This design comes from an exercise in tuning for small area and a short achievable clock period on the open sky130 flow, not from production work. Where RTL was checked, it was by simulation tests only, not by an equivalence proof against the original. For run 2, only the layout was checked, not whether the RTL still works. Power and IR drop assume default switching activity.

[flow/design.v]
module MAC #(parameter ABIT = 16, BBIT = 16, EBIT = 8)
(
	i_clk,
	i_a, i_b, i_loadVal,
	i_load, i_add, i_useMul,
	o_result
);
	input i_clk, i_load, i_add, i_useMul;
	input signed [15:0] i_a;
	input signed [15:0] i_b;
	input signed [39:0] i_loadVal;
	output signed [39:0] o_result;
  reg [39:0] S;
  reg [27:0] C;   
  wire one1;
  wire two2;
  wire neg3;
  wire x4;
  wire x5;
  wire x6;
  wire x7;
  wire x8;
  wire x9;
  wire x10;
  wire x11;
  wire x12;
  wire x13;
  wire x14;
  wire x15;
  wire x16;
  wire x17;
  wire x18;
  wire x19;
  wire pp20;
  wire pp21;
  wire pp22;
  wire pp23;
  wire pp24;
  wire pp25;
  wire pp26;
  wire pp27;
  wire pp28;
  wire pp29;
  wire pp30;
  wire pp31;
  wire pp32;
  wire pp33;
  wire pp34;
  wire pp35;
  wire pp36;
  wire pp37;
  wire negc38;
  wire one39;
  wire two40;
  wire neg41;
  wire x42;
  wire x43;
  wire x44;
  wire x45;
  wire x46;
  wire x47;
  wire x48;
  wire x49;
  wire x50;
  wire x51;
  wire x52;
  wire x53;
  wire x54;
  wire x55;
  wire x56;
  wire x57;
  wire pp58;
  wire pp59;
  wire pp60;
  wire pp61;
  wire pp62;
  wire pp63;
  wire pp64;
  wire pp65;
  wire pp66;
  wire pp67;
  wire pp68;
  wire pp69;
  wire pp70;
  wire pp71;
  wire pp72;
  wire pp73;
  wire pp74;
  wire pp75;
  wire negc76;
  wire one77;
  wire two78;
  wire neg79;
  wire x80;
  wire x81;
  wire x82;
  wire x83;
  wire x84;
  wire x85;
  wire x86;
  wire x87;
  wire x88;
  wire x89;
  wire x90;
  wire x91;
  wire x92;
  wire x93;
  wire x94;
  wire x95;
  wire pp96;
  wire pp97;
  wire pp98;
  wire pp99;
  wire pp100;
  wire pp101;
  wire pp102;
  wire pp103;
  wire pp104;
  wire pp105;
  wire pp106;
  wire pp107;
  wire pp108;
  wire pp109;
  wire pp110;
  wire pp111;
  wire pp112;
  wire pp113;
  wire negc114;
  wire one115;
  wire two116;
  wire neg117;
  wire x118;
  wire x119;
  wire x120;
  wire x121;
  wire x122;
  wire x123;
  wire x124;
  wire x125;
  wire x126;
  wire x127;
  wire x128;
  wire x129;
  wire x130;
  wire x131;
  wire x132;
  wire x133;
  wire pp134;
  wire pp135;
  wire pp136;
  wire pp137;
  wire pp138;
  wire pp139;
  wire pp140;
  wire pp141;
  wire pp142;
  wire pp143;
  wire pp144;
  wire pp145;
  wire pp146;
  wire pp147;
  wire pp148;
  wire pp149;
  wire pp150;
  wire pp151;
  wire negc152;
  wire one153;
  wire two154;
  wire neg155;
  wire x156;
  wire x157;
  wire x158;
  wire x159;
  wire x160;
  wire x161;
  wire x162;
  wire x163;
  wire x164;
  wire x165;
  wire x166;
  wire x167;
  wire x168;
  wire x169;
  wire x170;
  wire x171;
  wire pp172;
  wire pp173;
  wire pp174;
  wire pp175;
  wire pp176;
  wire pp177;
  wire pp178;
  wire pp179;
  wire pp180;
  wire pp181;
  wire pp182;
  wire pp183;
  wire pp184;
  wire pp185;
  wire pp186;
  wire pp187;
  wire pp188;
  wire pp189;
  wire negc190;
  wire one191;
  wire two192;
  wire neg193;
  wire x194;
  wire x195;
  wire x196;
  wire x197;
  wire x198;
  wire x199;
  wire x200;
  wire x201;
  wire x202;
  wire x203;
  wire x204;
  wire x205;
  wire x206;
  wire x207;
  wire x208;
  wire x209;
  wire pp210;
  wire pp211;
  wire pp212;
  wire pp213;
  wire pp214;
  wire pp215;
  wire pp216;
  wire pp217;
  wire pp218;
  wire pp219;
  wire pp220;
  wire pp221;
  wire pp222;
  wire pp223;
  wire pp224;
  wire pp225;
  wire pp226;
  wire pp227;
  wire negc228;
  wire one229;
  wire two230;
  wire neg231;
  wire x232;
  wire x233;
  wire x234;
  wire x235;
  wire x236;
  wire x237;
  wire x238;
  wire x239;
  wire x240;
  wire x241;
  wire x242;
  wire x243;
  wire x244;
  wire x245;
  wire x246;
  wire x247;
  wire pp248;
  wire pp249;
  wire pp250;
  wire pp251;
  wire pp252;
  wire pp253;
  wire pp254;
  wire pp255;
  wire pp256;
  wire pp257;
  wire pp258;
  wire pp259;
  wire pp260;
  wire pp261;
  wire pp262;
  wire pp263;
  wire pp264;
  wire pp265;
  wire negc266;
  wire one267;
  wire two268;
  wire neg269;
  wire x270;
  wire x271;
  wire x272;
  wire x273;
  wire x274;
  wire x275;
  wire x276;
  wire x277;
  wire x278;
  wire x279;
  wire x280;
  wire x281;
  wire x282;
  wire x283;
  wire x284;
  wire x285;
  wire pp286;
  wire pp287;
  wire pp288;
  wire pp289;
  wire pp290;
  wire pp291;
  wire pp292;
  wire pp293;
  wire pp294;
  wire pp295;
  wire pp296;
  wire pp297;
  wire pp298;
  wire pp299;
  wire pp300;
  wire pp301;
  wire pp302;
  wire pp303;
  wire negc304;
  wire base305;
  wire base306;
  wire base307;
  wire base308;
  wire base309;
  wire base310;
  wire base311;
  wire base312;
  wire base313;
  wire base314;
  wire base315;
  wire base316;
  wire base317;
  wire base318;
  wire base319;
  wire base320;
  wire base321;
  wire base322;
  wire base323;
  wire base324;
  wire base325;
  wire base326;
  wire base327;
  wire base328;
  wire base329;
  wire base330;
  wire base331;
  wire base332;
  wire base333;
  wire base334;
  wire base335;
  wire base336;
  wire base337;
  wire base338;
  wire base339;
  wire base340;
  wire base341;
  wire base342;
  wire base343;
  wire base344;
  wire [7:0] btop345;
  wire n346;
  wire n347;
  wire n348;
  wire n349;
  wire n350;
  wire n351;
  wire n352;
  wire n353;
  wire n354;
  wire n355;
  wire n356;
  wire n357;
  wire n358;
  wire n359;
  wire n360;
  wire n361;
  wire n362;
  wire n363;
  wire n364;
  wire n365;
  wire n366;
  wire n367;
  wire n368;
  wire n369;
  wire n370;
  wire n371;
  wire n372;
  wire n373;
  wire n374;
  wire n375;
  wire n376;
  wire n377;
  wire n378;
  wire n379;
  wire n380;
  wire n381;
  wire n382;
  wire n383;
  wire n384;
  wire n385;
  wire n386;
  wire n387;
  wire n388;
  wire n389;
  wire n390;
  wire n391;
  wire n392;
  wire n393;
  wire n394;
  wire n395;
  wire n396;
  wire n397;
  wire n398;
  wire n399;
  wire n400;
  wire n401;
  wire n402;
  wire n403;
  wire n404;
  wire n405;
  wire n406;
  wire n407;
  wire n408;
  wire n409;
  wire n410;
  wire n411;
  wire n412;
  wire n413;
  wire n414;
  wire n415;
  wire n416;
  wire n417;
  wire n418;
  wire n419;
  wire n420;
  wire n421;
  wire n422;
  wire n423;
  wire n424;
  wire n425;
  wire n426;
  wire n427;
  wire n428;
  wire n429;
  wire n430;
  wire n431;
  wire n432;
  wire n433;
  wire n434;
  wire n435;
  wire n436;
  wire n437;
  wire n438;
  wire n439;
  wire n440;
  wire n441;
  wire n442;
  wire n443;
  wire n444;
  wire n445;
  wire n446;
  wire n447;
  wire n448;
  wire n449;
  wire n450;
  wire n451;
  wire n452;
  wire n453;
  wire n454;
  wire n455;
  wire n456;
  wire n457;
  wire n458;
  wire n459;
  wire n460;
  wire n461;
  wire n462;
  wire n463;
  wire n464;
  wire n465;
  wire n466;
  wire n467;
  wire n468;
  wire n469;
  wire n470;
  wire n471;
  wire n472;
  wire n473;
  wire n474;
  wire n475;
  wire n476;
  wire n477;
  wire n478;
  wire n479;
  wire n480;
  wire n481;
  wire n482;
  wire n483;
  wire n484;
  wire n485;
  wire n486;
  wire n487;
  wire n488;
  wire n489;
  wire n490;
  wire n491;
  wire n492;
  wire n493;
  wire n494;
  wire n495;
  wire n496;
  wire n497;
  wire n498;
  wire n499;
  wire n500;
  wire n501;
  wire n502;
  wire n503;
  wire n504;
  wire n505;
  wire n506;
  wire n507;
  wire n508;
  wire n509;
  wire n510;
  wire n511;
  wire n512;
  wire n513;
  wire n514;
  wire n515;
  wire n516;
  wire n517;
  wire n518;
  wire n519;
  wire n520;
  wire n521;
  wire n522;
  wire n523;
  wire n524;
  wire n525;
  wire n526;
  wire n527;
  wire n528;
  wire n529;
  wire n530;
  wire n531;
  wire n532;
  wire n533;
  wire n534;
  wire n535;
  wire n536;
  wire n537;
  wire n538;
  wire n539;
  wire n540;
  wire n541;
  wire n542;
  wire n543;
  wire n544;
  wire n545;
  wire n546;
  wire n547;
  wire n548;
  wire n549;
  wire n550;
  wire n551;
  wire n552;
  wire n553;
  wire n554;
  wire n555;
  wire n556;
  wire n557;
  wire n558;
  wire n559;
  wire n560;
  wire n561;
  wire n562;
  wire n563;
  wire n564;
  wire n565;
  wire n566;
  wire n567;
  wire n568;
  wire n569;
  wire n570;
  wire n571;
  wire n572;
  wire n573;
  wire n574;
  wire n575;
  wire n576;
  wire n577;
  wire n578;
  wire n579;
  wire n580;
  wire n581;
  wire n582;
  wire n583;
  wire n584;
  wire n585;
  wire n586;
  wire n587;
  wire n588;
  wire n589;
  wire n590;
  wire n591;
  wire n592;
  wire n593;
  wire n594;
  wire n595;
  wire n596;
  wire n597;
  wire n598;
  wire n599;
  wire n600;
  wire n601;
  wire n602;
  wire n603;
  wire n604;
  wire n605;
  wire n606;
  wire n607;
  wire n608;
  wire n609;
  wire n610;
  wire n611;
  wire n612;
  wire n613;
  wire n614;
  wire n615;
  wire n616;
  wire n617;
  wire n618;
  wire n619;
  wire n620;
  wire n621;
  wire n622;
  wire n623;
  wire n624;
  wire n625;
  wire n626;
  wire n627;
  wire n628;
  wire n629;
  wire n630;
  wire n631;
  wire n632;
  wire n633;
  assign one1 = i_useMul & i_b[0];
  assign two2 = i_useMul & i_b[1] & ~i_b[0];
  assign neg3 = i_b[1] ^ ~i_add;
  assign x4 = i_a[0] ^ neg3;
  assign x5 = i_a[1] ^ neg3;
  assign x6 = i_a[2] ^ neg3;
  assign x7 = i_a[3] ^ neg3;
  assign x8 = i_a[4] ^ neg3;
  assign x9 = i_a[5] ^ neg3;
  assign x10 = i_a[6] ^ neg3;
  assign x11 = i_a[7] ^ neg3;
  assign x12 = i_a[8] ^ neg3;
  assign x13 = i_a[9] ^ neg3;
  assign x14 = i_a[10] ^ neg3;
  assign x15 = i_a[11] ^ neg3;
  assign x16 = i_a[12] ^ neg3;
  assign x17 = i_a[13] ^ neg3;
  assign x18 = i_a[14] ^ neg3;
  assign x19 = i_a[15] ^ neg3;
  assign pp20 = (one1 & x4) | (two2 & neg3);
  assign pp21 = (one1 & x5) | (two2 & x4);
  assign pp22 = (one1 & x6) | (two2 & x5);
  assign pp23 = (one1 & x7) | (two2 & x6);
  assign pp24 = (one1 & x8) | (two2 & x7);
  assign pp25 = (one1 & x9) | (two2 & x8);
  assign pp26 = (one1 & x10) | (two2 & x9);
  assign pp27 = (one1 & x11) | (two2 & x10);
  assign pp28 = (one1 & x12) | (two2 & x11);
  assign pp29 = (one1 & x13) | (two2 & x12);
  assign pp30 = (one1 & x14) | (two2 & x13);
  assign pp31 = (one1 & x15) | (two2 & x14);
  assign pp32 = (one1 & x16) | (two2 & x15);
  assign pp33 = (one1 & x17) | (two2 & x16);
  assign pp34 = (one1 & x18) | (two2 & x17);
  assign pp35 = (one1 & x19) | (two2 & x18);
  assign pp36 = (one1 & x19) | (two2 & x19);
  assign pp37 = ~pp36;
  assign negc38 = neg3 & (one1 | two2);
  assign one39 = i_useMul & (i_b[2] ^ i_b[1]);
  assign two40 = i_useMul & ((i_b[3] & ~i_b[2] & ~i_b[1]) | (~i_b[3] & i_b[2] & i_b[1]));
  assign neg41 = i_b[3] ^ ~i_add;
  assign x42 = i_a[0] ^ neg41;
  assign x43 = i_a[1] ^ neg41;
  assign x44 = i_a[2] ^ neg41;
  assign x45 = i_a[3] ^ neg41;
  assign x46 = i_a[4] ^ neg41;
  assign x47 = i_a[5] ^ neg41;
  assign x48 = i_a[6] ^ neg41;
  assign x49 = i_a[7] ^ neg41;
  assign x50 = i_a[8] ^ neg41;
  assign x51 = i_a[9] ^ neg41;
  assign x52 = i_a[10] ^ neg41;
  assign x53 = i_a[11] ^ neg41;
  assign x54 = i_a[12] ^ neg41;
  assign x55 = i_a[13] ^ neg41;
  assign x56 = i_a[14] ^ neg41;
  assign x57 = i_a[15] ^ neg41;
  assign pp58 = (one39 & x42) | (two40 & neg41);
  assign pp59 = (one39 & x43) | (two40 & x42);
  assign pp60 = (one39 & x44) | (two40 & x43);
  assign pp61 = (one39 & x45) | (two40 & x44);
  assign pp62 = (one39 & x46) | (two40 & x45);
  assign pp63 = (one39 & x47) | (two40 & x46);
  assign pp64 = (one39 & x48) | (two40 & x47);
  assign pp65 = (one39 & x49) | (two40 & x48);
  assign pp66 = (one39 & x50) | (two40 & x49);
  assign pp67 = (one39 & x51) | (two40 & x50);
  assign pp68 = (one39 & x52) | (two40 & x51);
  assign pp69 = (one39 & x53) | (two40 & x52);
  assign pp70 = (one39 & x54) | (two40 & x53);
  assign pp71 = (one39 & x55) | (two40 & x54);
  assign pp72 = (one39 & x56) | (two40 & x55);
  assign pp73 = (one39 & x57) | (two40 & x56);
  assign pp74 = (one39 & x57) | (two40 & x57);
  assign pp75 = ~pp74;
  assign negc76 = neg41 & (one39 | two40);
  assign one77 = i_useMul & (i_b[4] ^ i_b[3]);
  assign two78 = i_useMul & ((i_b[5] & ~i_b[4] & ~i_b[3]) | (~i_b[5] & i_b[4] & i_b[3]));
  assign neg79 = i_b[5] ^ ~i_add;
  assign x80 = i_a[0] ^ neg79;
  assign x81 = i_a[1] ^ neg79;
  assign x82 = i_a[2] ^ neg79;
  assign x83 = i_a[3] ^ neg79;
  assign x84 = i_a[4] ^ neg79;
  assign x85 = i_a[5] ^ neg79;
  assign x86 = i_a[6] ^ neg79;
  assign x87 = i_a[7] ^ neg79;
  assign x88 = i_a[8] ^ neg79;
  assign x89 = i_a[9] ^ neg79;
  assign x90 = i_a[10] ^ neg79;
  assign x91 = i_a[11] ^ neg79;
  assign x92 = i_a[12] ^ neg79;
  assign x93 = i_a[13] ^ neg79;
  assign x94 = i_a[14] ^ neg79;
  assign x95 = i_a[15] ^ neg79;
  assign pp96 = (one77 & x80) | (two78 & neg79);
  assign pp97 = (one77 & x81) | (two78 & x80);
  assign pp98 = (one77 & x82) | (two78 & x81);
  assign pp99 = (one77 & x83) | (two78 & x82);
  assign pp100 = (one77 & x84) | (two78 & x83);
  assign pp101 = (one77 & x85) | (two78 & x84);
  assign pp102 = (one77 & x86) | (two78 & x85);
  assign pp103 = (one77 & x87) | (two78 & x86);
  assign pp104 = (one77 & x88) | (two78 & x87);
  assign pp105 = (one77 & x89) | (two78 & x88);
  assign pp106 = (one77 & x90) | (two78 & x89);
  assign pp107 = (one77 & x91) | (two78 & x90);
  assign pp108 = (one77 & x92) | (two78 & x91);
  assign pp109 = (one77 & x93) | (two78 & x92);
  assign pp110 = (one77 & x94) | (two78 & x93);
  assign pp111 = (one77 & x95) | (two78 & x94);
  assign pp112 = (one77 & x95) | (two78 & x95);
  assign pp113 = ~pp112;
  assign negc114 = neg79 & (one77 | two78);
  assign one115 = i_useMul & (i_b[6] ^ i_b[5]);
  assign two116 = i_useMul & ((i_b[7] & ~i_b[6] & ~i_b[5]) | (~i_b[7] & i_b[6] & i_b[5]));
  assign neg117 = i_b[7] ^ ~i_add;
  assign x118 = i_a[0] ^ neg117;
  assign x119 = i_a[1] ^ neg117;
  assign x120 = i_a[2] ^ neg117;
  assign x121 = i_a[3] ^ neg117;
  assign x122 = i_a[4] ^ neg117;
  assign x123 = i_a[5] ^ neg117;
  assign x124 = i_a[6] ^ neg117;
  assign x125 = i_a[7] ^ neg117;
  assign x126 = i_a[8] ^ neg117;
  assign x127 = i_a[9] ^ neg117;
  assign x128 = i_a[10] ^ neg117;
  assign x129 = i_a[11] ^ neg117;
  assign x130 = i_a[12] ^ neg117;
  assign x131 = i_a[13] ^ neg117;
  assign x132 = i_a[14] ^ neg117;
  assign x133 = i_a[15] ^ neg117;
  assign pp134 = (one115 & x118) | (two116 & neg117);
  assign pp135 = (one115 & x119) | (two116 & x118);
  assign pp136 = (one115 & x120) | (two116 & x119);
  assign pp137 = (one115 & x121) | (two116 & x120);
  assign pp138 = (one115 & x122) | (two116 & x121);
  assign pp139 = (one115 & x123) | (two116 & x122);
  assign pp140 = (one115 & x124) | (two116 & x123);
  assign pp141 = (one115 & x125) | (two116 & x124);
  assign pp142 = (one115 & x126) | (two116 & x125);
  assign pp143 = (one115 & x127) | (two116 & x126);
  assign pp144 = (one115 & x128) | (two116 & x127);
  assign pp145 = (one115 & x129) | (two116 & x128);
  assign pp146 = (one115 & x130) | (two116 & x129);
  assign pp147 = (one115 & x131) | (two116 & x130);
  assign pp148 = (one115 & x132) | (two116 & x131);
  assign pp149 = (one115 & x133) | (two116 & x132);
  assign pp150 = (one115 & x133) | (two116 & x133);
  assign pp151 = ~pp150;
  assign negc152 = neg117 & (one115 | two116);
  assign one153 = i_useMul & (i_b[8] ^ i_b[7]);
  assign two154 = i_useMul & ((i_b[9] & ~i_b[8] & ~i_b[7]) | (~i_b[9] & i_b[8] & i_b[7]));
  assign neg155 = i_b[9] ^ ~i_add;
  assign x156 = i_a[0] ^ neg155;
  assign x157 = i_a[1] ^ neg155;
  assign x158 = i_a[2] ^ neg155;
  assign x159 = i_a[3] ^ neg155;
  assign x160 = i_a[4] ^ neg155;
  assign x161 = i_a[5] ^ neg155;
  assign x162 = i_a[6] ^ neg155;
  assign x163 = i_a[7] ^ neg155;
  assign x164 = i_a[8] ^ neg155;
  assign x165 = i_a[9] ^ neg155;
  assign x166 = i_a[10] ^ neg155;
  assign x167 = i_a[11] ^ neg155;
  assign x168 = i_a[12] ^ neg155;
  assign x169 = i_a[13] ^ neg155;
  assign x170 = i_a[14] ^ neg155;
  assign x171 = i_a[15] ^ neg155;
  assign pp172 = (one153 & x156) | (two154 & neg155);
  assign pp173 = (one153 & x157) | (two154 & x156);
  assign pp174 = (one153 & x158) | (two154 & x157);
  assign pp175 = (one153 & x159) | (two154 & x158);
  assign pp176 = (one153 & x160) | (two154 & x159);
  assign pp177 = (one153 & x161) | (two154 & x160);
  assign pp178 = (one153 & x162) | (two154 & x161);
  assign pp179 = (one153 & x163) | (two154 & x162);
  assign pp180 = (one153 & x164) | (two154 & x163);
  assign pp181 = (one153 & x165) | (two154 & x164);
  assign pp182 = (one153 & x166) | (two154 & x165);
  assign pp183 = (one153 & x167) | (two154 & x166);
  assign pp184 = (one153 & x168) | (two154 & x167);
  assign pp185 = (one153 & x169) | (two154 & x168);
  assign pp186 = (one153 & x170) | (two154 & x169);
  assign pp187 = (one153 & x171) | (two154 & x170);
  assign pp188 = (one153 & x171) | (two154 & x171);
  assign pp189 = ~pp188;
  assign negc190 = neg155 & (one153 | two154);
  assign one191 = i_useMul & (i_b[10] ^ i_b[9]);
  assign two192 = i_useMul & ((i_b[11] & ~i_b[10] & ~i_b[9]) | (~i_b[11] & i_b[10] & i_b[9]));
  assign neg193 = i_b[11] ^ ~i_add;
  assign x194 = i_a[0] ^ neg193;
  assign x195 = i_a[1] ^ neg193;
  assign x196 = i_a[2] ^ neg193;
  assign x197 = i_a[3] ^ neg193;
  assign x198 = i_a[4] ^ neg193;
  assign x199 = i_a[5] ^ neg193;
  assign x200 = i_a[6] ^ neg193;
  assign x201 = i_a[7] ^ neg193;
  assign x202 = i_a[8] ^ neg193;
  assign x203 = i_a[9] ^ neg193;
  assign x204 = i_a[10] ^ neg193;
  assign x205 = i_a[11] ^ neg193;
  assign x206 = i_a[12] ^ neg193;
  assign x207 = i_a[13] ^ neg193;
  assign x208 = i_a[14] ^ neg193;
  assign x209 = i_a[15] ^ neg193;
  assign pp210 = (one191 & x194) | (two192 & neg193);
  assign pp211 = (one191 & x195) | (two192 & x194);
  assign pp212 = (one191 & x196) | (two192 & x195);
  assign pp213 = (one191 & x197) | (two192 & x196);
  assign pp214 = (one191 & x198) | (two192 & x197);
  assign pp215 = (one191 & x199) | (two192 & x198);
  assign pp216 = (one191 & x200) | (two192 & x199);
  assign pp217 = (one191 & x201) | (two192 & x200);
  assign pp218 = (one191 & x202) | (two192 & x201);
  assign pp219 = (one191 & x203) | (two192 & x202);
  assign pp220 = (one191 & x204) | (two192 & x203);
  assign pp221 = (one191 & x205) | (two192 & x204);
  assign pp222 = (one191 & x206) | (two192 & x205);
  assign pp223 = (one191 & x207) | (two192 & x206);
  assign pp224 = (one191 & x208) | (two192 & x207);
  assign pp225 = (one191 & x209) | (two192 & x208);
  assign pp226 = (one191 & x209) | (two192 & x209);
  assign pp227 = ~pp226;
  assign negc228 = neg193 & (one191 | two192);
  assign one229 = i_useMul & (i_b[12] ^ i_b[11]);
  assign two230 = i_useMul & ((i_b[13] & ~i_b[12] & ~i_b[11]) | (~i_b[13] & i_b[12] & i_b[11]));
  assign neg231 = i_b[13] ^ ~i_add;
  assign x232 = i_a[0] ^ neg231;
  assign x233 = i_a[1] ^ neg231;
  assign x234 = i_a[2] ^ neg231;
  assign x235 = i_a[3] ^ neg231;
  assign x236 = i_a[4] ^ neg231;
  assign x237 = i_a[5] ^ neg231;
  assign x238 = i_a[6] ^ neg231;
  assign x239 = i_a[7] ^ neg231;
  assign x240 = i_a[8] ^ neg231;
  assign x241 = i_a[9] ^ neg231;
  assign x242 = i_a[10] ^ neg231;
  assign x243 = i_a[11] ^ neg231;
  assign x244 = i_a[12] ^ neg231;
  assign x245 = i_a[13] ^ neg231;
  assign x246 = i_a[14] ^ neg231;
  assign x247 = i_a[15] ^ neg231;
  assign pp248 = (one229 & x232) | (two230 & neg231);
  assign pp249 = (one229 & x233) | (two230 & x232);
  assign pp250 = (one229 & x234) | (two230 & x233);
  assign pp251 = (one229 & x235) | (two230 & x234);
  assign pp252 = (one229 & x236) | (two230 & x235);
  assign pp253 = (one229 & x237) | (two230 & x236);
  assign pp254 = (one229 & x238) | (two230 & x237);
  assign pp255 = (one229 & x239) | (two230 & x238);
  assign pp256 = (one229 & x240) | (two230 & x239);
  assign pp257 = (one229 & x241) | (two230 & x240);
  assign pp258 = (one229 & x242) | (two230 & x241);
  assign pp259 = (one229 & x243) | (two230 & x242);
  assign pp260 = (one229 & x244) | (two230 & x243);
  assign pp261 = (one229 & x245) | (two230 & x244);
  assign pp262 = (one229 & x246) | (two230 & x245);
  assign pp263 = (one229 & x247) | (two230 & x246);
  assign pp264 = (one229 & x247) | (two230 & x247);
  assign pp265 = ~pp264;
  assign negc266 = neg231 & (one229 | two230);
  assign one267 = i_useMul & (i_b[14] ^ i_b[13]);
  assign two268 = i_useMul & ((i_b[15] & ~i_b[14] & ~i_b[13]) | (~i_b[15] & i_b[14] & i_b[13]));
  assign neg269 = i_b[15] ^ ~i_add;
  assign x270 = i_a[0] ^ neg269;
  assign x271 = i_a[1] ^ neg269;
  assign x272 = i_a[2] ^ neg269;
  assign x273 = i_a[3] ^ neg269;
  assign x274 = i_a[4] ^ neg269;
  assign x275 = i_a[5] ^ neg269;
  assign x276 = i_a[6] ^ neg269;
  assign x277 = i_a[7] ^ neg269;
  assign x278 = i_a[8] ^ neg269;
  assign x279 = i_a[9] ^ neg269;
  assign x280 = i_a[10] ^ neg269;
  assign x281 = i_a[11] ^ neg269;
  assign x282 = i_a[12] ^ neg269;
  assign x283 = i_a[13] ^ neg269;
  assign x284 = i_a[14] ^ neg269;
  assign x285 = i_a[15] ^ neg269;
  assign pp286 = (one267 & x270) | (two268 & neg269);
  assign pp287 = (one267 & x271) | (two268 & x270);
  assign pp288 = (one267 & x272) | (two268 & x271);
  assign pp289 = (one267 & x273) | (two268 & x272);
  assign pp290 = (one267 & x274) | (two268 & x273);
  assign pp291 = (one267 & x275) | (two268 & x274);
  assign pp292 = (one267 & x276) | (two268 & x275);
  assign pp293 = (one267 & x277) | (two268 & x276);
  assign pp294 = (one267 & x278) | (two268 & x277);
  assign pp295 = (one267 & x279) | (two268 & x278);
  assign pp296 = (one267 & x280) | (two268 & x279);
  assign pp297 = (one267 & x281) | (two268 & x280);
  assign pp298 = (one267 & x282) | (two268 & x281);
  assign pp299 = (one267 & x283) | (two268 & x282);
  assign pp300 = (one267 & x284) | (two268 & x283);
  assign pp301 = (one267 & x285) | (two268 & x284);
  assign pp302 = (one267 & x285) | (two268 & x285);
  assign pp303 = ~pp302;
  assign negc304 = neg269 & (one267 | two268);
  assign base305 = i_load ? i_loadVal[0] : o_result[0];
  assign base306 = i_load ? i_loadVal[1] : o_result[1];
  assign base307 = i_load ? i_loadVal[2] : o_result[2];
  assign base308 = i_load ? i_loadVal[3] : o_result[3];
  assign base309 = i_load ? i_loadVal[4] : o_result[4];
  assign base310 = i_load ? i_loadVal[5] : o_result[5];
  assign base311 = i_load ? i_loadVal[6] : o_result[6];
  assign base312 = i_load ? i_loadVal[7] : o_result[7];
  assign base313 = i_load ? i_loadVal[8] : o_result[8];
  assign base314 = i_load ? i_loadVal[9] : o_result[9];
  assign base315 = i_load ? i_loadVal[10] : o_result[10];
  assign base316 = i_load ? i_loadVal[11] : o_result[11];
  assign base317 = i_load ? i_loadVal[12] : o_result[12];
  assign base318 = i_load ? i_loadVal[13] : o_result[13];
  assign base319 = i_load ? i_loadVal[14] : o_result[14];
  assign base320 = i_load ? i_loadVal[15] : o_result[15];
  assign base321 = i_load ? i_loadVal[16] : o_result[16];
  assign base322 = i_load ? i_loadVal[17] : o_result[17];
  assign base323 = i_load ? i_loadVal[18] : o_result[18];
  assign base324 = i_load ? i_loadVal[19] : o_result[19];
  assign base325 = i_load ? i_loadVal[20] : o_result[20];
  assign base326 = i_load ? i_loadVal[21] : o_result[21];
  assign base327 = i_load ? i_loadVal[22] : o_result[22];
  assign base328 = i_load ? i_loadVal[23] : o_result[23];
  assign base329 = i_load ? i_loadVal[24] : o_result[24];
  assign base330 = i_load ? i_loadVal[25] : o_result[25];
  assign base331 = i_load ? i_loadVal[26] : o_result[26];
  assign base332 = i_load ? i_loadVal[27] : o_result[27];
  assign base333 = i_load ? i_loadVal[28] : o_result[28];
  assign base334 = i_load ? i_loadVal[29] : o_result[29];
  assign base335 = i_load ? i_loadVal[30] : o_result[30];
  assign base336 = i_load ? i_loadVal[31] : o_result[31];
  assign base337 = i_load ? i_loadVal[32] : o_result[32];
  assign base338 = i_load ? i_loadVal[33] : o_result[33];
  assign base339 = i_load ? i_loadVal[34] : o_result[34];
  assign base340 = i_load ? i_loadVal[35] : o_result[35];
  assign base341 = i_load ? i_loadVal[36] : o_result[36];
  assign base342 = i_load ? i_loadVal[37] : o_result[37];
  assign base343 = i_load ? i_loadVal[38] : o_result[38];
  assign base344 = i_load ? i_loadVal[39] : o_result[39];
  assign btop345 = {base344, base343, base342, base341, base340, base339, base338, base337} + 8'd255;
  assign n346 = base305 ^ pp20 ^ negc38;
  assign n347 = (base305 & pp20) | (base305 & negc38) | (pp20 & negc38);
  assign n348 = base306 ^ pp21 ^ n347;
  assign n349 = (base306 & pp21) | (base306 & n347) | (pp21 & n347);
  assign n350 = base307 ^ pp22 ^ pp58;
  assign n351 = (base307 & pp22) | (base307 & pp58) | (pp22 & pp58);
  assign n352 = negc76 ^ n350 ^ n349;
  assign n353 = (negc76 & n350) | (negc76 & n349) | (n350 & n349);
  assign n354 = base308 ^ pp23 ^ pp59;
  assign n355 = (base308 & pp23) | (base308 & pp59) | (pp23 & pp59);
  assign n356 = n351 ^ n354 ^ n353;
  assign n357 = (n351 & n354) | (n351 & n353) | (n354 & n353);
  assign n358 = base309 ^ pp24 ^ pp60;
  assign n359 = (base309 & pp24) | (base309 & pp60) | (pp24 & pp60);
  assign n360 = pp96 ^ negc114 ^ n355;
  assign n361 = (pp96 & negc114) | (pp96 & n355) | (negc114 & n355);
  assign n362 = n358 ^ n360;
  assign n363 = n358 & n360;
  assign n364 = base310 ^ pp25 ^ pp61;
  assign n365 = (base310 & pp25) | (base310 & pp61) | (pp25 & pp61);
  assign n366 = pp97 ^ n359 ^ n364;
  assign n367 = (pp97 & n359) | (pp97 & n364) | (n359 & n364);
  assign n368 = n361 ^ n366;
  assign n369 = n361 & n366;
  assign n370 = base311 ^ pp26 ^ pp62;
  assign n371 = (base311 & pp26) | (base311 & pp62) | (pp26 & pp62);
  assign n372 = pp98 ^ pp134 ^ negc152;
  assign n373 = (pp98 & pp134) | (pp98 & negc152) | (pp134 & negc152);
  assign n374 = n365 ^ n370 ^ n372;
  assign n375 = (n365 & n370) | (n365 & n372) | (n370 & n372);
  assign n376 = n367 ^ n374;
  assign n377 = n367 & n374;
  assign n378 = base312 ^ pp27 ^ pp63;
  assign n379 = (base312 & pp27) | (base312 & pp63) | (pp27 & pp63);
  assign n380 = pp99 ^ pp135 ^ n371;
  assign n381 = (pp99 & pp135) | (pp99 & n371) | (pp135 & n371);
  assign n382 = n373 ^ n378 ^ n380;
  assign n383 = (n373 & n378) | (n373 & n380) | (n378 & n380);
  assign n384 = n375 ^ n377;
  assign n385 = n375 & n377;
  assign n386 = base313 ^ pp28 ^ pp64;
  assign n387 = (base313 & pp28) | (base313 & pp64) | (pp28 & pp64);
  assign n388 = pp100 ^ pp136 ^ pp172;
  assign n389 = (pp100 & pp136) | (pp100 & pp172) | (pp136 & pp172);
  assign n390 = negc190 ^ n379 ^ n386;
  assign n391 = (negc190 & n379) | (negc190 & n386) | (n379 & n386);
  assign n392 = n388 ^ n381 ^ n390;
  assign n393 = (n388 & n381) | (n388 & n390) | (n381 & n390);
  assign n394 = n383 ^ n385;
  assign n395 = n383 & n385;
  assign n396 = base314 ^ pp29 ^ pp65;
  assign n397 = (base314 & pp29) | (base314 & pp65) | (pp29 & pp65);
  assign n398 = pp101 ^ pp137 ^ pp173;
  assign n399 = (pp101 & pp137) | (pp101 & pp173) | (pp137 & pp173);
  assign n400 = n387 ^ n389 ^ n396;
  assign n401 = (n387 & n389) | (n387 & n396) | (n389 & n396);
  assign n402 = n398 ^ n391 ^ n400;
  assign n403 = (n398 & n391) | (n398 & n400) | (n391 & n400);
  assign n404 = n393 ^ n402;
  assign n405 = n393 & n402;
  assign n406 = base315 ^ pp30 ^ pp66;
  assign n407 = (base315 & pp30) | (base315 & pp66) | (pp30 & pp66);
  assign n408 = pp102 ^ pp138 ^ pp174;
  assign n409 = (pp102 & pp138) | (pp102 & pp174) | (pp138 & pp174);
  assign n410 = pp210 ^ negc228 ^ n397;
  assign n411 = (pp210 & negc228) | (pp210 & n397) | (negc228 & n397);
  assign n412 = n399 ^ n406 ^ n408;
  assign n413 = (n399 & n406) | (n399 & n408) | (n406 & n408);
  assign n414 = n410 ^ n401 ^ n412;
  assign n415 = (n410 & n401) | (n410 & n412) | (n401 & n412);
  assign n416 = n403 ^ n414;
  assign n417 = n403 & n414;
  assign n418 = base316 ^ pp31 ^ pp67;
  assign n419 = (base316 & pp31) | (base316 & pp67) | (pp31 & pp67);
  assign n420 = pp103 ^ pp139 ^ pp175;
  assign n421 = (pp103 & pp139) | (pp103 & pp175) | (pp139 & pp175);
  assign n422 = pp211 ^ n407 ^ n409;
  assign n423 = (pp211 & n407) | (pp211 & n409) | (n407 & n409);
  assign n424 = n418 ^ n420 ^ n411;
  assign n425 = (n418 & n420) | (n418 & n411) | (n420 & n411);
  assign n426 = n422 ^ n413 ^ n424;
  assign n427 = (n422 & n413) | (n422 & n424) | (n413 & n424);
  assign n428 = n415 ^ n417;
  assign n429 = n415 & n417;
  assign n430 = base317 ^ pp32 ^ pp68;
  assign n431 = (base317 & pp32) | (base317 & pp68) | (pp32 & pp68);
  assign n432 = pp104 ^ pp140 ^ pp176;
  assign n433 = (pp104 & pp140) | (pp104 & pp176) | (pp140 & pp176);
  assign n434 = pp212 ^ pp248 ^ negc266;
  assign n435 = (pp212 & pp248) | (pp212 & negc266) | (pp248 & negc266);
  assign n436 = n419 ^ n421 ^ n430;
  assign n437 = (n419 & n421) | (n419 & n430) | (n421 & n430);
  assign n438 = n432 ^ n434 ^ n423;
  assign n439 = (n432 & n434) | (n432 & n423) | (n434 & n423);
  assign n440 = n436 ^ n425 ^ n438;
  assign n441 = (n436 & n425) | (n436 & n438) | (n425 & n438);
  assign n442 = n427 ^ n440;
  assign n443 = n427 & n440;
  assign n444 = base318 ^ pp33 ^ pp69;
  assign n445 = (base318 & pp33) | (base318 & pp69) | (pp33 & pp69);
  assign n446 = pp105 ^ pp141 ^ pp177;
  assign n447 = (pp105 & pp141) | (pp105 & pp177) | (pp141 & pp177);
  assign n448 = pp213 ^ pp249 ^ n431;
  assign n449 = (pp213 & pp249) | (pp213 & n431) | (pp249 & n431);
  assign n450 = n433 ^ n435 ^ n444;
  assign n451 = (n433 & n435) | (n433 & n444) | (n435 & n444);
  assign n452 = n446 ^ n448 ^ n437;
  assign n453 = (n446 & n448) | (n446 & n437) | (n448 & n437);
  assign n454 = n450 ^ n439 ^ n452;
  assign n455 = (n450 & n439) | (n450 & n452) | (n439 & n452);
  assign n456 = n441 ^ n454;
  assign n457 = n441 & n454;
  assign n458 = base319 ^ pp34 ^ pp70;
  assign n459 = (base319 & pp34) | (base319 & pp70) | (pp34 & pp70);
  assign n460 = pp106 ^ pp142 ^ pp178;
  assign n461 = (pp106 & pp142) | (pp106 & pp178) | (pp142 & pp178);
  assign n462 = pp214 ^ pp250 ^ pp286;
  assign n463 = (pp214 & pp250) | (pp214 & pp286) | (pp250 & pp286);
  assign n464 = negc304 ^ n445 ^ n447;
  assign n465 = (negc304 & n445) | (negc304 & n447) | (n445 & n447);
  assign n466 = n458 ^ n460 ^ n462;
  assign n467 = (n458 & n460) | (n458 & n462) | (n460 & n462);
  assign n468 = n449 ^ n464 ^ n451;
  assign n469 = (n449 & n464) | (n449 & n451) | (n464 & n451);
  assign n470 = n466 ^ n453 ^ n468;
  assign n471 = (n466 & n453) | (n466 & n468) | (n453 & n468);
  assign n472 = n455 ^ n470;
  assign n473 = n455 & n470;
  assign n474 = base320 ^ pp35 ^ pp71;
  assign n475 = (base320 & pp35) | (base320 & pp71) | (pp35 & pp71);
  assign n476 = pp107 ^ pp143 ^ pp179;
  assign n477 = (pp107 & pp143) | (pp107 & pp179) | (pp143 & pp179);
  assign n478 = pp215 ^ pp251 ^ pp287;
  assign n479 = (pp215 & pp251) | (pp215 & pp287) | (pp251 & pp287);
  assign n480 = n459 ^ n461 ^ n463;
  assign n481 = (n459 & n461) | (n459 & n463) | (n461 & n463);
  assign n482 = n474 ^ n476 ^ n478;
  assign n483 = (n474 & n476) | (n474 & n478) | (n476 & n478);
  assign n484 = n465 ^ n480 ^ n467;
  assign n485 = (n465 & n480) | (n465 & n467) | (n480 & n467);
  assign n486 = n482 ^ n469 ^ n484;
  assign n487 = (n482 & n469) | (n482 & n484) | (n469 & n484);
  assign n488 = n471 ^ n486;
  assign n489 = n471 & n486;
  assign n490 = ~(base321 ^ pp37);
  assign n491 = base321 | pp37;
  assign n492 = pp72 ^ pp108 ^ pp144;
  assign n493 = (pp72 & pp108) | (pp72 & pp144) | (pp108 & pp144);
  assign n494 = pp180 ^ pp216 ^ pp252;
  assign n495 = (pp180 & pp216) | (pp180 & pp252) | (pp216 & pp252);
  assign n496 = pp288 ^ n490 ^ n475;
  assign n497 = (pp288 & n490) | (pp288 & n475) | (n490 & n475);
  assign n498 = n477 ^ n479 ^ n492;
  assign n499 = (n477 & n479) | (n477 & n492) | (n479 & n492);
  assign n500 = n494 ^ n481 ^ n496;
  assign n501 = (n494 & n481) | (n494 & n496) | (n481 & n496);
  assign n502 = n483 ^ n498 ^ n485;
  assign n503 = (n483 & n498) | (n483 & n485) | (n498 & n485);
  assign n504 = n500 ^ n487 ^ n502;
  assign n505 = (n500 & n487) | (n500 & n502) | (n487 & n502);
  assign n506 = ~(base322 ^ pp73);
  assign n507 = base322 | pp73;
  assign n508 = pp109 ^ pp145 ^ pp181;
  assign n509 = (pp109 & pp145) | (pp109 & pp181) | (pp145 & pp181);
  assign n510 = pp217 ^ pp253 ^ pp289;
  assign n511 = (pp217 & pp253) | (pp217 & pp289) | (pp253 & pp289);
  assign n512 = n491 ^ n506 ^ n493;
  assign n513 = (n491 & n506) | (n491 & n493) | (n506 & n493);
  assign n514 = n495 ^ n508 ^ n510;
  assign n515 = (n495 & n508) | (n495 & n510) | (n508 & n510);
  assign n516 = n497 ^ n512 ^ n499;
  assign n517 = (n497 & n512) | (n497 & n499) | (n512 & n499);
  assign n518 = n514 ^ n501 ^ n516;
  assign n519 = (n514 & n501) | (n514 & n516) | (n501 & n516);
  assign n520 = n503 ^ n518;
  assign n521 = n503 & n518;
  assign n522 = base323 ^ pp75 ^ pp110;
  assign n523 = (base323 & pp75) | (base323 & pp110) | (pp75 & pp110);
  assign n524 = pp146 ^ pp182 ^ pp218;
  assign n525 = (pp146 & pp182) | (pp146 & pp218) | (pp182 & pp218);
  assign n526 = pp254 ^ pp290 ^ n507;
  assign n527 = (pp254 & pp290) | (pp254 & n507) | (pp290 & n507);
  assign n528 = n509 ^ n511 ^ n522;
  assign n529 = (n509 & n511) | (n509 & n522) | (n511 & n522);
  assign n530 = n524 ^ n526 ^ n513;
  assign n531 = (n524 & n526) | (n524 & n513) | (n526 & n513);
  assign n532 = n515 ^ n528 ^ n530;
  assign n533 = (n515 & n528) | (n515 & n530) | (n528 & n530);
  assign n534 = n517 ^ n532 ^ n519;
  assign n535 = (n517 & n532) | (n517 & n519) | (n532 & n519);
  assign n536 = ~(base324 ^ pp111);
  assign n537 = base324 | pp111;
  assign n538 = pp147 ^ pp183 ^ pp219;
  assign n539 = (pp147 & pp183) | (pp147 & pp219) | (pp183 & pp219);
  assign n540 = pp255 ^ pp291 ^ n536;
  assign n541 = (pp255 & pp291) | (pp255 & n536) | (pp291 & n536);
  assign n542 = n523 ^ n525 ^ n538;
  assign n543 = (n523 & n525) | (n523 & n538) | (n525 & n538);
  assign n544 = n527 ^ n540 ^ n529;
  assign n545 = (n527 & n540) | (n527 & n529) | (n540 & n529);
  assign n546 = n542 ^ n531 ^ n544;
  assign n547 = (n542 & n531) | (n542 & n544) | (n531 & n544);
  assign n548 = n533 ^ n546;
  assign n549 = n533 & n546;
  assign n550 = base325 ^ pp113 ^ pp148;
  assign n551 = (base325 & pp113) | (base325 & pp148) | (pp113 & pp148);
  assign n552 = pp184 ^ pp220 ^ pp256;
  assign n553 = (pp184 & pp220) | (pp184 & pp256) | (pp220 & pp256);
  assign n554 = pp292 ^ n537 ^ n539;
  assign n555 = (pp292 & n537) | (pp292 & n539) | (n537 & n539);
  assign n556 = n550 ^ n552 ^ n541;
  assign n557 = (n550 & n552) | (n550 & n541) | (n552 & n541);
  assign n558 = n554 ^ n543 ^ n556;
  assign n559 = (n554 & n543) | (n554 & n556) | (n543 & n556);
  assign n560 = n545 ^ n558 ^ n547;
  assign n561 = (n545 & n558) | (n545 & n547) | (n558 & n547);
  assign n562 = ~(base326 ^ pp149);
  assign n563 = base326 | pp149;
  assign n564 = pp185 ^ pp221 ^ pp257;
  assign n565 = (pp185 & pp221) | (pp185 & pp257) | (pp221 & pp257);
  assign n566 = pp293 ^ n562 ^ n551;
  assign n567 = (pp293 & n562) | (pp293 & n551) | (n562 & n551);
  assign n568 = n553 ^ n564 ^ n555;
  assign n569 = (n553 & n564) | (n553 & n555) | (n564 & n555);
  assign n570 = n566 ^ n557 ^ n568;
  assign n571 = (n566 & n557) | (n566 & n568) | (n557 & n568);
  assign n572 = n559 ^ n570;
  assign n573 = n559 & n570;
  assign n574 = base327 ^ pp151 ^ pp186;
  assign n575 = (base327 & pp151) | (base327 & pp186) | (pp151 & pp186);
  assign n576 = pp222 ^ pp258 ^ pp294;
  assign n577 = (pp222 & pp258) | (pp222 & pp294) | (pp258 & pp294);
  assign n578 = n563 ^ n565 ^ n574;
  assign n579 = (n563 & n565) | (n563 & n574) | (n565 & n574);
  assign n580 = n576 ^ n567 ^ n578;
  assign n581 = (n576 & n567) | (n576 & n578) | (n567 & n578);
  assign n582 = n569 ^ n580 ^ n571;
  assign n583 = (n569 & n580) | (n569 & n571) | (n580 & n571);
  assign n584 = ~(base328 ^ pp187);
  assign n585 = base328 | pp187;
  assign n586 = pp223 ^ pp259 ^ pp295;
  assign n587 = (pp223 & pp259) | (pp223 & pp295) | (pp259 & pp295);
  assign n588 = n584 ^ n575 ^ n577;
  assign n589 = (n584 & n575) | (n584 & n577) | (n575 & n577);
  assign n590 = n586 ^ n588 ^ n579;
  assign n591 = (n586 & n588) | (n586 & n579) | (n588 & n579);
  assign n592 = n581 ^ n590;
  assign n593 = n581 & n590;
  assign n594 = base329 ^ pp189 ^ pp224;
  assign n595 = (base329 & pp189) | (base329 & pp224) | (pp189 & pp224);
  assign n596 = pp260 ^ pp296 ^ n585;
  assign n597 = (pp260 & pp296) | (pp260 & n585) | (pp296 & n585);
  assign n598 = n587 ^ n594 ^ n596;
  assign n599 = (n587 & n594) | (n587 & n596) | (n594 & n596);
  assign n600 = n589 ^ n598 ^ n591;
  assign n601 = (n589 & n598) | (n589 & n591) | (n598 & n591);
  assign n602 = ~(base330 ^ pp225);
  assign n603 = base330 | pp225;
  assign n604 = pp261 ^ pp297 ^ n602;
  assign n605 = (pp261 & pp297) | (pp261 & n602) | (pp297 & n602);
  assign n606 = n595 ^ n597 ^ n604;
  assign n607 = (n595 & n597) | (n595 & n604) | (n597 & n604);
  assign n608 = n599 ^ n606;
  assign n609 = n599 & n606;
  assign n610 = base331 ^ pp227 ^ pp262;
  assign n611 = (base331 & pp227) | (base331 & pp262) | (pp227 & pp262);
  assign n612 = pp298 ^ n603 ^ n610;
  assign n613 = (pp298 & n603) | (pp298 & n610) | (n603 & n610);
  assign n614 = n605 ^ n612 ^ n607;
  assign n615 = (n605 & n612) | (n605 & n607) | (n612 & n607);
  assign n616 = ~(base332 ^ pp263);
  assign n617 = base332 | pp263;
  assign n618 = pp299 ^ n616 ^ n611;
  assign n619 = (pp299 & n616) | (pp299 & n611) | (n616 & n611);
  assign n620 = n618 ^ n613;
  assign n621 = n618 & n613;
  assign n622 = base333 ^ pp265 ^ pp300;
  assign n623 = (base333 & pp265) | (base333 & pp300) | (pp265 & pp300);
  assign n624 = n617 ^ n622 ^ n619;
  assign n625 = (n617 & n622) | (n617 & n619) | (n622 & n619);
  assign n626 = ~(base334 ^ pp301);
  assign n627 = base334 | pp301;
  assign n628 = n626 ^ n623;
  assign n629 = n626 & n623;
  assign n630 = base335 ^ pp303 ^ n627;
  assign n631 = (base335 & pp303) | (base335 & n627) | (pp303 & n627);
  assign n632 = ~(base336 ^ n631);
  assign n633 = base336 | n631;
  assign o_result = S + {1'b0, 1'b0, 1'b0, 1'b0, 1'b0, 1'b0, 1'b0, C[27], 1'b0, C[26], C[25], C[24], C[23], C[22], C[21], C[20], C[19], C[18], C[17], C[16], C[15], C[14], C[13], C[12], C[11], C[10], C[9], C[8], C[7], C[6], C[5], C[4], C[3], C[2], C[1], C[0], 1'b0, 1'b0, 1'b0, 1'b0};
  always @(posedge i_clk) begin
    S <= {btop345[7], btop345[6], btop345[5], btop345[4], btop345[3], btop345[2], btop345[1], btop345[0], n632, n629, n628, n621, n620, n609, n608, n593, n592, n573, n572, n549, n535, n521, n505, n489, n473, n457, n443, n429, n426, n405, n395, n392, n382, n369, n363, n362, n356, n352, n348, n346};
    C <= {n633, n630, n625, n624, n615, n614, n601, n600, n583, n582, n561, n560, n548, n534, n520, n504, n488, n472, n456, n442, n428, n416, n404, n394, n384, n376, n368, n357};
  end
endmodule
[flow/flow/run.sh]
#!/bin/bash
set -euo pipefail
export BUFFER_PORTS_ARGS="-buffer_cell sky130_fd_sc_hd__buf_1"
export SETUP_SLACK_MARGIN=6.5
bash standard.sh > standard.log 2>&1
[flow/standard.sh]
#!/bin/bash
# synth_recipe.tcl (not shown) runs the flow's synth.tcl, then flattens the netlist and writes it again
# the make line also repeats each setting of config.mk as NAME=value (left out here)
make -C /OpenROAD-flow-scripts/flow DESIGN_CONFIG=/design/flow/config.mk WORK_HOME=/design/flow/orfs CLKGATE_MAP_FILE= SYNTH_SCRIPT=/design/flow/synth_recipe.tcl "${@:-finish}"
[flow/config.mk]
export PLATFORM = sky130hd
export DESIGN_NAME = MAC
export DESIGN_NICKNAME = MAC
export VERILOG_FILES = /design/flow/design.v
export SDC_FILE = /design/flow/constraint.sdc
export NUM_CORES = 4
export LEC_CHECK = 0
export CAP_MARGIN = 20
export CORE_MARGIN = 2
export CORE_UTILIZATION = 70
export CTS_BUF_LIST = sky130_fd_sc_hd__clkbuf_4 sky130_fd_sc_hd__clkbuf_8
export SLEW_MARGIN = 20
[flow/constraint.sdc]
create_clock -name core_clock -period 12.0 [get_ports {i_clk}]
set_input_delay 2.4000 -clock core_clock [delete_from_list [all_inputs] [get_ports {i_clk}]]
set_output_delay 2.4000 -clock core_clock [all_outputs]
set_load 0.01 [all_outputs]
==> results.txt, run 1 <==
CP Class=in -> reg; Post-synth EDFFs=0; DRC viols=0; post-route ant nets=0; final worst path period share=0.461; critical path launch point type=input port; row cnt=43; worst path cell trace=buf_6 -> buf_12 -> xor2_4 -> buf_4 -> xor2_2 -> o21ai_2 -> fa_2 -> fa_1 -> inv_1 -> fa_1 -> fa_2 -> inv_1 -> ha_2; Critical Path AT=between 5 and 6 ns; Peak VDD IR=~0.12 mV; slowest CP cell=fa_2; Max Slew Vio Count=0; TritonCTS clock tree=done; reg2reg path depth=15; CTS Buf Count=9; antenna violations before repair=0; post-synthesis async set-or-reset flop share=0; fin worst setup slack=about 6.5 ns; Mapped Cells=1,173; Initial DRC Count=951; H-tree depth=3; GPL Wtd Cong=1.00; drt via density=~6.3; Post-Layout Cell Count=1,447; Mapped Area=10,100 um2; I/O pin cnt=116; Sinks on Clock Net=about 70; die area=about 15,000 um2; dpl ws=5.52 ns; Worst EP required=about 12 ns; area growth from synthesis to layout=17.6%; first-pass GRT wire length=approximately 43,000 um; Tmin final=5.53 ns; die width=roughly 120 um; vias=9,135; commonest non-fill, non-tap cells in the layout=inv_1 (130), nand2_1 (108), fa_1 (97); placed instance count=approximately 1.4k; Primary FF master, synth=dfxtp_1; diodes inserted=0; clock latency (worst-skew pair)=0.35 ns; drt pass-1 iters=6; unrepaired setup endpoints after global routing=true; Critical Path Max Stage Delay=~0.53 ns; nets@finish=1,512; Syn. warnings=1; Worst R2R End=C[18]$_DFF_P_; Hold Slack=0.705 ns; skew final=0.0195 ns; worst setup path end=C[11]$_DFF_P_; sequential share of the synthesized area=0.135; reg2reg start=C[0]$_DFF_P_; outcome=complete, no violations; CTS Buffer Depth=2; drt wl/cell=20.6 um; All-Layer GR Usage=0.372; post-synthesis register bit count=68; critical path capture point type=flop; PwrDens=~260 nW/um2; Clk pin slew, worst setup/hold paths=around 0.080 ns; sum of negative setup slack=0 ns; Initial Utilization=0.720; count of final setup violators=0; overall power=between 3000 and 4000 uW; layout cell share with drive strength beyond 1=0.160; Die H=about 120 um; pin count of the biggest net entering global routing=47; global route overflow=0; core area=approximately 14,000 um2; routed wire length=29,800 um; leading cell type in the layout, fill and taps excluded=inv_1; Mapped Nets=~1.4k; worst-path fanout max=6; Slew headroom=0.398; Final Hold Vio Count=0; worst hold path class=reg -> reg; vias in the first global route=8,349; Max Fclk=approximately 180 MHz; Detail Placement HPWL=about 22,000 um; Max Cap Violations=0; flop2flop setup slack=7.17 ns; Post-Syn Area per Cell=about 8.6 um2; slew at the pin with the worst max-slew slack=0.903 ns; CTS root buffer=clkbuf_8; Leak=just over 0.005 uW; synth unique cells=64; Worst Setup SP=i_add; input/output buffers=115
[synthesized netlist by cell type (all sizes together), types with 10 or more instances]
library cell / count / area [um2]
a21boi: 12 / 93.8
a21o: 10 / 75.1
a21oi: 45 / 225
a22oi: 49 / 368
and2: 20 / 125
buf: 38 / 176
clkbuf: 45 / 171
dfxtp: 68 / 1360
fa: 117 / 2340
ha: 57 / 713
inv: 136 / 510
mux2i: 28 / 280
nand2: 111 / 417
nand4: 14 / 93.8
nor2: 44 / 168
o211ai: 14 / 105
o21ai: 57 / 285
o22ai: 22 / 138
xnor2: 105 / 920
xor2: 74 / 656
[worst min path at each step]
stage          slack, ns  cells past startpoint           from             to
2_1_floorplan       0.69                      3  S[38]$_DFF_P_  S[38]$_DFF_P_
3_3_place_gp        0.68                      3  S[39]$_DFF_P_  S[39]$_DFF_P_
3_5_place_dp        0.70                      3  S[39]$_DFF_P_  S[39]$_DFF_P_
4_1_cts             0.71                      3  S[39]$_DFF_P_  S[39]$_DFF_P_
5_1_grt             0.73                      3  S[39]$_DFF_P_  S[39]$_DFF_P_
6_report            0.70                      3  S[39]$_DFF_P_  S[39]$_DFF_P_
[worst max-delay path: cells and delay by family]
| kind | cells | cell delay, ns |
|---|---|---|
| buf+inv | 5 | 0.58 |
| fa+ha+maj | 5 | 2.19 |
| xor+xnor | 2 | 0.54 |
| compound gates | 1 | 0.10 |
[state kept, by name, summed over array words and instances, names as in the netlist]
register and count:
S 40, C 28
[per-layer routing]
| layer | global-route usage | vias up | part of all wire |
|---|---|---|---|
| met5 | 0 | - | 0 |
| met4 | 0.140 | 0 | 0.043 |
| met3 | 0.0563 | 124 | 0.11 |
| met2 | 0.571 | 647 | 0.44 |
| met1 | 0.534 | 4272 | 0.41 |
| li1 | - | 4092 | - |
[per-stage QoR]
stage,utilization,area (um2)
CTS,0.819,11500
global route,0.847,11800
detailed placement,0.760,10600
floorplan,-,10400
finish,0.847,11800
global placement,0.760,10600
[what timing repair did]
item	4_1_cts	5_1_grt
hold buffers	0	0
gates cloned	3	2
buffers inserted	33	4
pin swaps	14	21
endpoints found under the setup margin	33	33
resized for setup	52	77
[kinds of logic (layout without fill, tap and decap cells)]
| kind of cell | Yosys count | count (layout) | share of synthesized area |
|---|---|---|---|
| buffers and inverters | 220 | 314 | 0.0856 |
| flip-flops | 68 | 68 | 0.135 |
| AND/OR/NAND/NOR | 230 | 230 | 0.105 |
| XOR/XNOR | 179 | 179 | 0.156 |
| adder cells (fa/ha/maj) | 174 | 174 | 0.303 |
| multiplexers | 36 | 36 | 0.0368 |
| AO/OA/AOI/OAI | 266 | 266 | 0.178 |
[report_power, final]
group	leakage, uW	total, uW	switching, uW	internal (uW)
clock	0.000130	257	96.8	161
sequential	0.000569	424	54.9	369
combinational	0.00436	2430	1450	982
total	0.00506	3120	1600	1510
[layout make-up]
type	count	area (um2)
flip-flops and latches	68	1360
multi-input cells	885	8410
inverters	137	523
repair buffers	161	1050
fillers	817	2140
clock inverters	7	145
well taps	180	225
clock buffers	9	124
==> inputs of run 2 (changes only) <==
--- a/flow/design.v
+++ b/flow/design.v
@@ -12,5 +12,5 @@
 	output signed [39:0] o_result;
   reg [39:0] S;
-  reg [27:0] C;   
+  reg [26:0] C;   
   wire one1;
   wire two2;
@@ -1007,6 +1007,6 @@
   assign n360 = pp96 ^ negc114 ^ n355;
   assign n361 = (pp96 & negc114) | (pp96 & n355) | (negc114 & n355);
-  assign n362 = n358 ^ n360;
-  assign n363 = n358 & n360;
+  assign n362 = n358 ^ n360 ^ n357;
+  assign n363 = (n358 & n360) | (n358 & n357) | (n360 & n357);
   assign n364 = base310 ^ pp25 ^ pp61;
   assign n365 = (base310 & pp25) | (base310 & pp61) | (pp25 & pp61);
@@ -1279,8 +1279,8 @@
   assign n632 = ~(base336 ^ n631);
   assign n633 = base336 | n631;
-  assign o_result = S + {1'b0, 1'b0, 1'b0, 1'b0, 1'b0, 1'b0, 1'b0, C[27], 1'b0, C[26], C[25], C[24], C[23], C[22], C[21], C[20], C[19], C[18], C[17], C[16], C[15], C[14], C[13], C[12], C[11], C[10], C[9], C[8], C[7], C[6], C[5], C[4], C[3], C[2], C[1], C[0], 1'b0, 1'b0, 1'b0, 1'b0};
+  assign o_result = S + {1'b0, 1'b0, 1'b0, 1'b0, 1'b0, 1'b0, 1'b0, C[26], 1'b0, C[25], C[24], C[23], C[22], C[21], C[20], C[19], C[18], C[17], C[16], C[15], C[14], C[13], C[12], C[11], C[10], C[9], C[8], C[7], C[6], C[5], C[4], C[3], C[2], C[1], C[0], 1'b0, 1'b0, 1'b0, 1'b0, 1'b0};
   always @(posedge i_clk) begin
-    S <= {btop345[7], btop345[6], btop345[5], btop345[4], btop345[3], btop345[2], btop345[1], btop345[0], n632, n629, n628, n621, n620, n609, n608, n593, n592, n573, n572, n549, n535, n521, n505, n489, n473, n457, n443, n429, n426, n405, n395, n392, n382, n369, n363, n362, n356, n352, n348, n346};
-    C <= {n633, n630, n625, n624, n615, n614, n601, n600, n583, n582, n561, n560, n548, n534, n520, n504, n488, n472, n456, n442, n428, n416, n404, n394, n384, n376, n368, n357};
+    S <= {btop345[7], btop345[6], btop345[5], btop345[4], btop345[3], btop345[2], btop345[1], btop345[0], n632, n629, n628, n621, n620, n609, n608, n593, n592, n573, n572, n549, n535, n521, n505, n489, n473, n457, n443, n429, n426, n405, n395, n392, n382, n369, n368, n362, n356, n352, n348, n346};
+    C <= {n633, n630, n625, n624, n615, n614, n601, n600, n583, n582, n561, n560, n548, n534, n520, n504, n488, n472, n456, n442, n428, n416, n404, n394, n384, n376, n363};
   end
 endmodule
==> flow/flow/run.sh (replaced) <==
#!/bin/bash
set -euo pipefail
export BUFFER_PORTS_ARGS="-buffer_cell sky130_fd_sc_hd__buf_2"
export SYNTH_ARGS="-noabc"
export SETUP_SLACK_MARGIN=6.5
bash standard.sh > standard.log 2>&1
--- a/flow/config.mk
+++ b/flow/config.mk
@@ -8,5 +8,6 @@
 export CAP_MARGIN = 20
 export CORE_MARGIN = 2
-export CORE_UTILIZATION = 70
+export CORE_UTILIZATION = 60
 export CTS_BUF_LIST = sky130_fd_sc_hd__clkbuf_4 sky130_fd_sc_hd__clkbuf_8
+export PLACE_DENSITY = 0.7
 export SLEW_MARGIN = 20
==> run 2 against run 1 <==
  * Wire length up 4.4%
  * Maximum frequency up 1.0%
  * Hold slack worse by 0.049 ns
  * Sequential power up 2%
  * Via count up 4.8%
==> results.txt, run 2 <==
core area=16,700 um2 (was 14,000 um2); Detail Placement HPWL=22,600 um (was 21,800 um); H-tree depth=3 (unchanged); final worst path period share=0.456 (was 0.461); Final Hold Vio Count=0 (unchanged); unrepaired setup endpoints after global routing=true (unchanged); Max Cap Violations=0 (unchanged); outcome=complete, no violations (unchanged); DRC viols=0 (unchanged); Sinks on Clock Net=67 (was 68); most used cell, CP=fa_2; compound-gate portion of the synthesized area=0.242 (was 0.178); largest family of logic cells by synthesized area=adder cells (unchanged); Largest register FFs=40 (unchanged); Leak=0.00498 uW (was 0.00506 uW); reg2reg start=C[1]$_DFF_P_ (was C[0]$_DFF_P_); Initial DRC Count=1,196 (was 951); global route overflow=0 (unchanged); Hold Path Stages=2 (was 3); commonest non-fill, non-tap cells in the layout=buf_2 (109), nor2_1 (103), a21oi_1 (95) (was inv_1 (130), nand2_1 (108), fa_1 (97)); input/output buffers=115 (unchanged); diodes inserted=0 (unchanged); ranking of synthesized cells by area=fa_1 (23%), dfxtp_1 (13%), xnor2_1 (7.1%) (was fa_1 (23%), dfxtp_1 (14%), xnor2_1 (9.1%)); Worst R2R End=C[15]$_DFF_P_ (was C[18]$_DFF_P_); Primary FF master, synth=dfxtp_1 (unchanged); CTS root buffer=clkbuf_8 (unchanged); post-synthesis async set-or-reset flop share=0 (unchanged); multiplexer share of the synthesized area=0.0312 (was 0.0368); worst path cell trace=buf_2 -> xor2_2 -> and2_4 -> a22oi_1 -> a21oi_1 -> fa_2 -> fa_2 -> fa_2 -> fa_1 -> fa_1 (was buf_6 -> buf_12 -> xor2_4 -> buf_4 -> xor2_2 -> o21ai_2 -> fa_2 -> fa_1 -> inv_1 -> fa_1 -> fa_2 -> inv_1 -> ha_2); CP Class=in -> reg (unchanged); Tmin final=5.47 ns (was 5.53 ns); Post-Syn Area per Cell=8.41 um2 (was 8.59 um2); die area=18,200 um2 (was 15,400 um2); count of final setup violators=0 (unchanged); routed wire length=31,100 um (was 29,800 um); Worst EP required=12.24 ns (was 12.29 ns); DP Area=11,000 um2 (was 10,600 um2); flop2flop setup slack=7.29 ns (was 7.17 ns); critical path launch point type=input port (unchanged); Biggest register=S (unchanged); most frequent cell after synthesis=fa_1 (was inv_1); Slew headroom=0.462 (was 0.398); Post-Synth XOR/XNOR Area=0.115 (was 0.156); clock latency (worst-skew pair)=0.37 ns (was 0.35 ns); Critical Path AT=5.71 ns (was 5.81 ns); nets@finish=1,540 (was 1,512); Post-Layout Cell Count=1,516 (was 1,447); drt via density=6.32 (was 6.31); die width=135 um (was 124 um); All-Layer GR Usage=0.343 (was 0.372); Synth top area share=0.229 (was 0.232); drt pass-1 iters=7 (was 6); post-route ant nets=0 (unchanged); slowest CP cell=fa_2 (unchanged); worst-path fanout max=16 (was 6); placed instance count=1,447 (was 1,389); slew at the pin with the worst max-slew slack=0.799 ns (was 0.903 ns); pin count of the biggest net entering global routing=44 (was 47); post-cts hold buffer count=0 (unchanged); Mapped Nets=1,474 (was 1,423); synth unique cells=64 (unchanged); Syn. warnings=1 (unchanged); Max Slew Vio Count=0 (unchanged); Mapped Area=10,300 um2 (was 10,100 um2); reg2reg path depth=14 (was 15); first-pass GRT wire length=47,800 um (was 42,900 um); vias in the first global route=8,854 (was 8,349); startpoint of the worst hold path=S[0]$_DFF_P_ (was S[39]$_DFF_P_); overall power=3200 uW (was 3120 uW); Clk pin slew, worst setup/hold paths=0.07 ns (was 0.08 ns); sum of negative setup slack=0 ns (unchanged); Max Fclk=183 MHz (was 181 MHz); Mapped Cells=1,225 (was 1,173); sequential share of the synthesized area=0.130 (was 0.135); final instance area=11,900 um2 (was 11,800 um2); Critical Path Max Stage Delay=0.52 ns (was 0.53 ns); Initial Utilization=0.617 (was 0.720); worst hold path class=reg -> reg (unchanged); PwrDens=269 nW/um2 (was 263 nW/um2); synth cell count leaders=fa_1 (118), nor2_1 (104), a21oi_1 (103), o22ai_1 (97), nand2_1 (87) (was inv_1 (136), fa_1 (117), nand2_1 (111), xnor2_1 (105), xor2_1 (73)); skew final=0.0134 ns (was 0.0195 ns); drt wl/cell=20.5 um (was 20.6 um); Synth Area in Adders=0.296 (was 0.303); critical path capture point type=flop (unchanged); area growth from synthesis to layout=15.6% (was 17.6%); antenna violations before repair=0 (unchanged); leading area contributor after synthesis=fa_1 (unchanged); CTS Buffer Depth=2 (unchanged); vias=9,577 (was 9,135); top flop regs=S (40), C (27) (was S (40), C (28)); hold endpoint=S[0]$_DFF_P_ (was S[39]$_DFF_P_); layout cell share with drive strength beyond 1=0.239 (was 0.160); Die H=135 um (was 124 um); GPL Wtd Cong=0.971 (was 1.00); leading cell type in the layout, fill and taps excluded=buf_2 (was inv_1); Peak VDD IR=0.240 mV (was 0.118 mV); row cnt=47 (was 43); I/O pin cnt=116 (unchanged); post-synthesis register bit count=67 (was 68); Synth Area in Simple Gates=0.121 (was 0.105); CTS Buf Count=9 (unchanged); TritonCTS clock tree=done (unchanged); Post-synth EDFFs=0 (unchanged)
-- run 2: changes by cell type in the layout (fill, tap and decap cells not counted), moves of 11 or more --
cell     change
buf_2       +98
buf_1       -95
inv_1       -82
o22ai_1     +73
nor2_1      +61
a21oi_1     +58
a22oi_1     +34
nand2_1     -33
buf_4       +22
xor2_1      -19
o21ai_0     -18
xnor2_1     -14
fa_2        +12
fa_1        -11
-- run 2: cells by family (layout without fill, tap and decap cells) --
logic type,after synthesis,count (layout)
and+or+nand+nor,275,277
AOI/OAI and AO/OA,379,379
adders and majority gates,173,173
muxes,31,31
DFF,67,67
xor gates and xnor gates,135,137
buffers and inverters,165,232
-- run 2: where the power goes --
group          internal, uW  total (uW)  switching (uW)
sequential              378         433            55.6
clock                   123         216            93.9
combinational          1090        2550            1470
total                  1590        3200            1620
-- run 2: cell type report --
type,count,area (um2)
multi-input combinational,997,8820
fill,1367,4790
sequential,67,1340
timing repair buffer,167,1060
tap,220,275
inverter,49,185
clock buffer,10,138
clock inverter,6,88.8
-- run 2: metal layers --
metal / share of wire / wire, um / vias to the layer above / global-route usage
met5: 0 / 0 / - / 0
met4: 0.056 / 1740 / 0 / 0.170
met3: 0.078 / 2430 / 94 / 0.0612
met2: 0.46 / 14400 / 486 / 0.555
met1: 0.40 / 12600 / 4553 / 0.446
li1: - / - / 4444 / -
-- run 2: worst max path at each step --
stage / startpoint / to / slack, ns / cells past startpoint
final: i_b[11] / C[11]$_DFF_P_ / 6.53 / 10
after detailed placement: i_add / C[11]$_DFF_P_ / 5.24 / 11
after global routing: i_b[1] / C[11]$_DFF_P_ / 6.45 / 11
after CTS: i_b[5] / C[11]$_DFF_P_ / 6.48 / 13
after floorplan: i_add / C[11]$_DFF_P_ / 6.32 / 10
after global placement: i_add / C[11]$_DFF_P_ / 5.36 / 11
-- run 2: worst max-delay path, delay by kind of cell --
family	cells	cell delay [ns]
AOI/OAI and AO/OA	2	0.39
xor gates and xnor gates	1	0.24
adders and majority gates	5	2.17
buffers and inverters	1	0.20
and+or+nand+nor	1	0.30
-- run 2: timing repair --
| action | CTS | global route |
|---|---|---|
| endpoints found under the setup margin | 48 | 33 |
| gates cloned | 2 | 2 |
| setup buffers | 32 | 17 |
| endpoints found under the hold margin | 0 | 0 |
| resized for setup | 44 | 38 |
| pin swaps | 7 | 8 |
-- run 2: metrics by stage --
stage	hold slack [ns]	setup WS [ns]	util
6_report	0.656	6.53	0.713
2_1_floorplan	0.614	6.32	-
5_1_grt	0.699	6.45	0.713
4_1_cts	0.661	6.48	0.696
3_3_place_gp	0.619	5.36	0.657
3_5_place_dp	0.654	5.24	0.657

afterwards: timing with drivers on the ports:
No port has a modelled driver above. Below, the same layouts with a new extraction and two added sets of constraints.
Step 1 (the two cells are an assumption about what drives the block):
set clk [get_ports {i_clk}]
set_driving_cell -lib_cell sky130_fd_sc_hd__clkbuf_16 $clk
set_driving_cell -lib_cell sky130_fd_sc_hd__buf_2 [delete_from_list [all_inputs] $clk]
Step 2 moves the port delays by t, midway between the first and last clock arrival at a register: inputs arrive t later, outputs are due t later. That takes back most of the time a late clock gives input paths.
a / b / c = ideal ports / drivers / drivers and shift; a / b = the first two.
| run | t, ns | setup slack, ns | worst setup path after step 2 |
|---|---|---|---|
| run 1 | 0.380 | 6.473 / 6.471 / 6.092 | input to register |
| run 2 | 0.398 | 6.528 / 6.520 / 6.122 | input to register |
After both steps every run listed still meets setup and hold. The setup slack of run 2, which loses most, moves by -0.008 ns with the drivers and by -0.406 ns with both steps.
